This is an optimization exercise on Yosys and OpenROAD, whose aim is small area, a short achievable clock period and few clock cycles per item, not a production implementation. Function was checked by simulation only, so behaviour that the tests miss may differ from the original.

== job 101 ==
==> flow/design.v (excerpt) <==
module Milestone1_convert (
	input  logic          Clock,
	input  logic          Resetn,
	input  logic          Enable,
	input  logic   [15:0] SRAM_read_data,
	input  logic          redo,
	output logic          SRAM_we_n,
	output logic   [17:0] SRAM_address,
	output logic   [15:0] SRAM_write_data,
	output logic          Finish
);
Settings: LEC_CHECK=0, CAP_MARGIN=20, CORE_MARGIN=2, CORE_UTILIZATION=40, PLACE_DENSITY=0.75, SLEW_MARGIN=20, SYNTH_HIERARCHICAL=1; clock period 14.0 ns.
standard.sh (not shown) runs the stock make flow with config.mk's settings and CLKGATE_MAP_FILE= SYNTH_SCRIPT=/design/flow/synth_recipe.tcl, a recipe that flattens the netlist after the stock synthesis.
==> flow/flow/run.sh <==
#!/bin/bash
# Standard ORFS layout (standard.sh) with these changes in how it is made:
#  - the port buffers are buf_2 cells instead of the buffer ORFS picks
#  - clock tree: clkbuf_16 root, clkbuf_8 leaf buffers over small sink
#    clusters, no dummy loads
#  - timing repair aims at a setup margin below the design's clock period
# The SDC, clock period and I/O constraints are the standard flow's, unchanged.  ORFS
# writes each step's log under orfs/logs; make's own output goes to
# orfs_make.log here.
set -euo pipefail
bash standard.sh SETUP_SLACK_MARGIN=10.0 \
  "BUFFER_PORTS_ARGS=-buffer_cell sky130_fd_sc_hd__buf_2" \
  "CTS_ARGS=-sink_clustering_enable -repair_clock_nets -root_buf sky130_fd_sc_hd__clkbuf_16 -buf_list sky130_fd_sc_hd__clkbuf_8 -sink_clustering_size 18 -sink_clustering_max_diameter 50 -dont_use_dummy_load" \
  finish > orfs_make.log 2>&1
Testbench counts of job 101, summed over its fixed seeds: cycles 1,547,720, frames 8.
### job 101 -> job 102
Settings: clearing PLACE_DENSITY, which used to be 0.75.
==> flow/flow/run.sh <==
#!/bin/bash
# Standard ORFS layout (standard.sh) with these changes in how it is made:
#  - the port buffers are buf_4 cells instead of the buffer ORFS picks
#  - clock tree: clkbuf_16 root, clkbuf_4 and clkbuf_8 buffers over small sink
#    clusters, no dummy loads
#  - timing repair aims at a setup margin below the design's clock period
# The SDC, clock period and I/O constraints are the standard flow's, unchanged.  ORFS
# writes each step's log under orfs/logs; make's own output goes to
# orfs_make.log here.
set -euo pipefail
bash standard.sh SETUP_SLACK_MARGIN=10.0 \
  "BUFFER_PORTS_ARGS=-buffer_cell sky130_fd_sc_hd__buf_4" \
  "CTS_ARGS=-sink_clustering_enable -repair_clock_nets -root_buf sky130_fd_sc_hd__clkbuf_16 -buf_list {sky130_fd_sc_hd__clkbuf_4 sky130_fd_sc_hd__clkbuf_8} -sink_clustering_size 12 -sink_clustering_max_diameter 40 -dont_use_dummy_load" \
  finish > orfs_make.log 2>&1
- Looking at layout filler cell count, job 102 sits 47 above job 101.
- Job 102 against job 101: post-detailed-placement cell area climbed 0.53%.
- Side by side, core utilization turned out higher in job 102 than in job 101.
- Taking job 101 as the reference point, the count of clock-buffer cells in the layout of job 102 rises by 56%.

---

Another version of the RTL of Milestone1_convert (not shown whole).
For scale: ~450 flip-flops, about 56 I/O pins, ~24,000 um2 of cells after synthesis.
export LEC_CHECK = 0
export CAP_MARGIN = 20
export CORE_MARGIN = 2
export CORE_UTILIZATION = 40
export SLEW_MARGIN = 20
export SYNTH_HIERARCHICAL = 1
create_clock -name core_clock -period 14.0 [get_ports {Clock}]
==> flow/flow/run.sh <==
#!/bin/bash
# Standard ORFS layout (standard.sh) with these changes in how it is made:
#  - the port buffers are buf_4 cells instead of the buffer ORFS picks
#  - clock tree: larger sink clusters, no dummy loads
#  - timing repair aims at a setup margin below the design's clock period
# The SDC, clock period and I/O constraints are the standard flow's, unchanged.
set -euo pipefail
bash standard.sh SETUP_SLACK_MARGIN=10.0 \
  "BUFFER_PORTS_ARGS=-buffer_cell sky130_fd_sc_hd__buf_4" \
  "CTS_ARGS=-sink_clustering_enable -repair_clock_nets -root_buf sky130_fd_sc_hd__clkbuf_16 -buf_list sky130_fd_sc_hd__clkbuf_8 -sink_clustering_size 18 -sink_clustering_max_diameter 50 -dont_use_dummy_load" \
  finish > orfs_make.log 2>&1
Testbench counts at the start, summed over its fixed seeds: cycles 1,547,720, frames 8.
Then changed:
==> flow/run.sh (new file) <==
#!/bin/bash
# synth_recipe.tcl (not shown) runs the flow's synth.tcl, then flattens the netlist and writes it again
# the make line also repeats each setting of config.mk as NAME=value (left out here)
make -C /OpenROAD-flow-scripts/flow DESIGN_CONFIG=/design/flow/config.mk WORK_HOME=/design/flow/orfs CLKGATE_MAP_FILE= SYNTH_SCRIPT=/design/flow/synth_recipe.tcl finish
removed: flow/flow/run.sh
removed: flow/standard.sh
Final cell count is higher by 1.5%.
Final area increases by 3.6%.
Clock-buffer cell count came out higher by 23.
Worst setup slack gets worse by 0.41 ns.
Critical path depth is unchanged.
Synthesized area stays the same.
Worst hold slack improved by 0.026 ns.
Via count increases by 0.87%.
Global-route usage rose by 0.22 points.
Then changed:
==> flow/flow/run.sh (new file) <==
#!/bin/bash
# Standard ORFS layout (standard.sh) with these changes in how it is made:
#  - the port buffers are buf_4 cells instead of the buffer ORFS picks
#  - clock tree: clkbuf_16 root, clkbuf_8 leaf buffers over small sink
#    clusters, no dummy loads
#  - timing repair aims at a setup margin below the design's clock period
# The SDC, clock period and I/O constraints are the standard flow's, unchanged.  ORFS
# writes each step's log under orfs/logs; make's own output goes to
# orfs_make.log here.
set -euo pipefail
bash standard.sh SETUP_SLACK_MARGIN=10.0 \
  "BUFFER_PORTS_ARGS=-buffer_cell sky130_fd_sc_hd__buf_4" \
  "CTS_ARGS=-sink_clustering_enable -repair_clock_nets -root_buf sky130_fd_sc_hd__clkbuf_16 -buf_list sky130_fd_sc_hd__clkbuf_8 -sink_clustering_size 18 -sink_clustering_max_diameter 50 -dont_use_dummy_load" \
  finish > orfs_make.log 2>&1
==> flow/standard.sh (new file) <==
#!/bin/bash
# synth_recipe.tcl (not shown) runs the flow's synth.tcl, then flattens the netlist and writes it again
# the make line also repeats each setting of config.mk as NAME=value (left out here)
make -C /OpenROAD-flow-scripts/flow DESIGN_CONFIG=/design/flow/config.mk WORK_HOME=/design/flow/orfs CLKGATE_MAP_FILE= SYNTH_SCRIPT=/design/flow/synth_recipe.tcl "${@:-finish}"
removed: flow/run.sh
Critical path depth stays the same.
Final area came out lower by 3.5%.
Setup slack is better by 0.41 ns.
Synthesized cell count does not change.
Global-route usage came out lower by 0.22 points.
Then changed:
==> flow/run.sh (new file) <==
#!/bin/bash
# synth_recipe.tcl (not shown) runs the flow's synth.tcl, then flattens the netlist and writes it again
# the make line also repeats each setting of config.mk as NAME=value (left out here)
make -C /OpenROAD-flow-scripts/flow DESIGN_CONFIG=/design/flow/config.mk WORK_HOME=/design/flow/orfs CLKGATE_MAP_FILE= SYNTH_SCRIPT=/design/flow/synth_recipe.tcl finish
- CTS_CLUSTER_DIAMETER: unset -> 70
- CTS_CLUSTER_SIZE: unset -> 36
removed: flow/flow/run.sh
removed: flow/standard.sh
The new run completed without violations.
Flip-flop and latch count is unchanged.
Global-route usage is lower by 0.15 points.
Die area is unchanged.
Clock-buffer cell count fell by 17.
Via count barely changes.
Worst setup slack gets worse by 0.44 ns.
Final area rose by 1.9%.
Non-clock buffer count is higher by 2.
Synthesized area does not change.

[separate check: timing with driven ports]
No port has a modelled driver above. Below, the same layouts with a new extraction and two added sets of constraints.
Step 1, drivers: a clkbuf_16 drives Clock and a buf_2 each remaining input, both assumed.
Step 2 times the ports against the registers' clock, not the clock port: input delays grow and output delays shrink by t, the midpoint of the rising clock arrivals with the driver on.
Three values: no drivers, after step 1, after step 2; two values: the first two.
run | t, ns | slack for setup (ns) | worst setup path at the end | clock arrival spread, ns
job 101 | 0.584 | 10.152 / 10.091 / 10.290 | register to register | 0.090 / 0.091
job 102 | 0.599 | 10.184 / 10.122 / 10.273 | register to register | 0.066 / 0.066
the first run of note 2 | 0.595 | 10.101 / 10.041 / 10.294 | register to register | 0.065 / 0.065
the second run of note 2 | 0.630 | 9.695 / 9.639 / 9.785 | register to register | 0.024 / 0.024
the third run of note 2 | 0.595 | 10.101 / 10.041 / 10.294 | register to register | 0.065 / 0.065
the fourth run of note 2 | 0.651 | 9.657 / 9.600 / 9.767 | register to register | 0.040 / 0.041
After both steps every run listed still meets setup and hold.
